What follows belongs to an exercise in optimizing a design on an open flow for small area; a production flow would make more cautious choices. The RTL was checked by simulation tests, not by an equivalence proof against the original design. Power and IR drop assume default switching activity.

==> inputs of 01-16 <==
Design ws_systolic_array, start of the top module:
module ws_systolic_array # (
    parameter DATA_WIDTH = 8
)
(
    input                           clk         ,
    input                           rstn        ,
    input                           i_start     ,
    input       [DATA_WIDTH-1 : 0]  i_w_col_1   ,    
    input       [DATA_WIDTH-1 : 0]  i_w_col_2   ,    
    input       [DATA_WIDTH-1 : 0]  i_w_col_3   ,    
    input       [DATA_WIDTH-1 : 0]  i_w_col_4   ,    
    input       [DATA_WIDTH-1 : 0]  i_f_row_1   ,    
    input       [DATA_WIDTH-1 : 0]  i_f_row_2   ,    
    input       [DATA_WIDTH-1 : 0]  i_f_row_3   ,    
    input       [DATA_WIDTH-1 : 0]  i_f_row_4   ,    
    output    [2*DATA_WIDTH-1 : 0]  o_p_col_1   ,    
    output    [2*DATA_WIDTH-1 : 0]  o_p_col_2   ,    
    output    [2*DATA_WIDTH-1 : 0]  o_p_col_3   ,    
    output    [2*DATA_WIDTH-1 : 0]  o_p_col_4        
);
    localparam DW = DATA_WIDTH;
    reg                 r_load;
    reg     [1 : 0]     r_cnt;
    always @ (posedge clk) begin
        if (!rstn) begin
            r_load <= 1'b0;
            r_cnt  <= 2'd0;
        end else if (r_load) begin
            r_cnt  <= r_cnt + 1'b1;
            if (r_cnt == 2'd3) r_load <= 1'b0;
        end else if (i_start) begin
            r_load <= 1'b1;
        end
  ...
==> flow/config.mk <==
export PLATFORM = sky130hd
export DESIGN_NAME = ws_systolic_array
export DESIGN_NICKNAME = ws_systolic_array
export VERILOG_FILES = /design/flow/design.v
export SDC_FILE = /design/flow/constraint.sdc
export NUM_CORES = 4
export LEC_CHECK = 0
export CAP_MARGIN = 20
export CORE_MARGIN = 2
export CORE_UTILIZATION = 40
export GPL_TIMING_DRIVEN = 0
export SLEW_MARGIN = 20
export SYNTH_HIERARCHICAL = 1
export SYNTH_MINIMUM_KEEP_SIZE = 0
==> flow/constraint.sdc <==
create_clock -name core_clock -period 7.5 [get_ports {clk}]
set_input_delay 1.5000 -clock core_clock [delete_from_list [all_inputs] [get_ports {clk}]]
set_output_delay 1.5000 -clock core_clock [all_outputs]
set_load 0.01 [all_outputs]
standard.sh (not shown) runs the stock make flow with config.mk's settings and CLKGATE_MAP_FILE= SYNTH_SCRIPT=/design/flow/synth_recipe.tcl, a recipe that flattens the netlist after the stock synthesis.
==> flow/flow/run.sh <==
#!/bin/bash
# The standard layout (standard.sh, unchanged synthesis), with two changes:
# the port buffers use the smallest buffer cell, and the clock tree is built
# without dummy loads.  make's output goes to standard.log.
set -euo pipefail
cd "$(dirname "$0")/.."
bash standard.sh \
  "BUFFER_PORTS_ARGS=-buffer_cell sky130_fd_sc_hd__buf_1" \
  "CTS_ARGS=-sink_clustering_enable -repair_clock_nets -dont_use_dummy_load -buf_list sky130_fd_sc_hd__clkbuf_8 -sink_clustering_size 16 -sink_clustering_max_diameter 60" \
  finish > standard.log 2>&1
==> 10-08: changes against 01-16 <==
--- a/flow/design.v
+++ b/flow/design.v
@@ -20,24 +20,25 @@
     input   b,
     output  y
 );
     assign y = ~(a ^ b);
 endmodule
 module processing_element # (
-    parameter DATA_WIDTH = 8
+    parameter DATA_WIDTH = 8,
+    parameter USE_SH     = 1         
 )
 (
     input       [4*DATA_WIDTH-1 : 0]    i_fmap  ,    
     input       [4*DATA_WIDTH-1 : 0]    i_weight,    
     input                   [3 : 0]     i_en    ,    
     input                   [3 : 0]     i_sh    ,    
     input                               i_clr   ,    
     output      [2*DATA_WIDTH-1 : 0]    o_sum
 );
     wire [255:0] pp;
-    wire [3:0]   en = i_en & i_sh;
+    wire [3:0]   en = USE_SH ? (i_en & i_sh) : i_en;
     wire [31:0]  fg = i_fmap & {{8{en[3]}}, {8{en[2]}}, {8{en[1]}}, {8{en[0]}}};
     genvar gr, gi, gj;
     generate for (gr = 0; gr < 4; gr = gr + 1) begin : g_r
         for (gi = 0; gi < 8; gi = gi + 1) begin : g_i
             for (gj = 0; gj < 8; gj = gj + 1) begin : g_j
                 pp_cell u_pp (.a(fg[gr*8 + gi]), .b(i_weight[gr*8 + gj]), .y(pp[gr*64 + gi*8 + gj]));
@@ -947,19 +948,19 @@
     assign tap[1][3] = r_f1[5];
     assign tap[1][4] = r_f1[6];
     reg     [3 : 0]     r_live;                  
     always @ (posedge clk)
         r_live <= live_nx;
     wire    [3 : 0]     sh [1:4];                
-    assign sh[1] = 4'b1111;
+    assign sh[1] = 4'b1111;                  
     assign sh[2] = {r_shf[0], r_shf[1], r_shf[2], r_shf[3]};
     assign sh[3] = {r_shf[1], r_shf[2], r_shf[3], r_shf[4]};
     assign sh[4] = {r_shf[2], r_shf[3], r_shf[4], r_shf[5]};
     genvar gc;
     generate for (gc = 1; gc <= 4; gc = gc + 1) begin : g_col
-        processing_element # (.DATA_WIDTH(DW)) u_mac (
+        processing_element # (.DATA_WIDTH(DW), .USE_SH(gc > 1)) u_mac (
             .i_fmap   ({tap[4][gc], tap[3][gc], tap[2][gc], tap[1][gc]}),
             .i_weight ({r_w[4][gc], r_w[3][gc], r_w[2][gc], r_w[1][gc]}),
             .i_en     (r_live),
             .i_sh     (sh[gc]),
             .i_clr    (z),
             .o_sum    (sum[gc])
==> flow/flow/run.sh (replaced) <==
#!/bin/bash
# The standard layout (standard.sh, unchanged synthesis), with two changes:
# the port buffers use the smallest buffer cell, and the clock tree is built
# without dummy loads.  make's output goes to standard.log.
set -euo pipefail
cd "$(dirname "$0")/.."
bash standard.sh \
  "BUFFER_PORTS_ARGS=-buffer_cell sky130_fd_sc_hd__buf_1" \
  "CTS_ARGS=-sink_clustering_enable -repair_clock_nets -dont_use_dummy_load -buf_list sky130_fd_sc_hd__clkbuf_4 -sink_clustering_size 9 -sink_clustering_max_diameter 45" \
  finish > standard.log 2>&1
==> flow/config.mk (replaced) <==
export PLATFORM = sky130hd
export DESIGN_NAME = ws_systolic_array
export DESIGN_NICKNAME = ws_systolic_array
export VERILOG_FILES = /design/flow/design.v
export SDC_FILE = /design/flow/constraint.sdc
export NUM_CORES = 4
export LEC_CHECK = 0
export CAP_MARGIN = 0
export CORE_MARGIN = 2
export CORE_UTILIZATION = 60
export GPL_TIMING_DRIVEN = 0
export PLACE_DENSITY = 0.7
export SETUP_SLACK_MARGIN = -0.1
export SLEW_MARGIN = 0
export SYNTH_HIERARCHICAL = 1
export SYNTH_MINIMUM_KEEP_SIZE = 0
==> key figures <==
Global route
  – M3 GR Usage: 5.66%
  – First-pass GRT wire length: 140000 um

Power and ir drop
  – Switching Share: 29.3%
  – Sequential Power Share: approximately three fifths
  – Pwr/cell area: 109 nW/um^2

Clocking
  – Worst skew pair latency: 0.88 ns
  – # resized after CTS: 22

Detailed routing
  – Drt initial violations: between 1500 and 2000
  – Routed wl met3: 7090 um

Run status
  – Status: no timing/DRC/antenna violations

Setup path
  – R2R depth: 18

Final layout
  – Clock-cell share: around 1.3%
  – Non-Filler Instances: 3633

Floorplan
  – Tap Count: 756

Place
  – Detailed Place HPWL: roughly 71000 um
[end of results for 10-08]
==> key figures <==
Detailed routing
  – Routed length on met1: 36900 um
  – DRT antenna net count: 0
  – Routed wl met3: 6710 um
  – Drt initial violations: between 1500 and 2000

Clocking
  – Worst skew pair latency: 0.70 ns

Floorplan
  – Tap Count: 1144

Global route
  – First-pass GRT wire length: 144000 um
  – M3 GR Usage: 3.85%
  – Grt ovf: 0

Setup path
  – R2R depth: 19
  – CP max stage delay: 0.58 ns
  – CP cell instances: buf_6, and3_4, nand2_1, fa_1, fa_1, fa_1, fa_1, fa_1, fa_1, or3_1, fa_1, fa_1, fa_1, or2_2, fa_2, mux2i_1, xnor2_1, xnor2_1, nor2_1

Power and ir drop
  – Pwr/cell area: 106 nW/um^2
  – Sequential Power Share: 60.4%

Final layout
  – Non-Filler Instances: 4042
  – Clock-cell share: under 10%

Place
  – Detailed Place HPWL: 75000 um
  – Placed cells: ~4000

Run status
  – Status: no timing/DRC/antenna violations

Synthesis
  – Synth Area in XOR/XNOR: 1.86%
[end of results for 01-16]

what the ideal ports hide:
How much do the figures lean on ideal ports? The routed layouts below were timed once more, with nothing changed but the port constraints. Step 1: set_driving_cell puts a clkbuf_16 on clk and a buf_2 on each other input, an assumption about the parent block. Step 2 adds t to the input delays and takes it off the output delays; t is the mean of the earliest and latest rising clock arrival at the registers after step 1. Input paths then give back, and output paths get back, about the clock's delay inside the block. Three values: ideal, step 1, step 2; two values: the first two.
run	t, ns	slack for setup (ns)	worst register clock-pin slew, ns
01-16	0.703	0.246 / 0.246 / -0.248	0.10 / 0.10
10-08	0.892	0.118 / 0.118 / -0.241	0.11 / 0.11
Met with ideal ports but missed after step 2: setup timing in 01-16 and 10-08. The setup slack of 01-16, which loses most, moves by 0.000 ns with the drivers and by -0.494 ns with both steps.
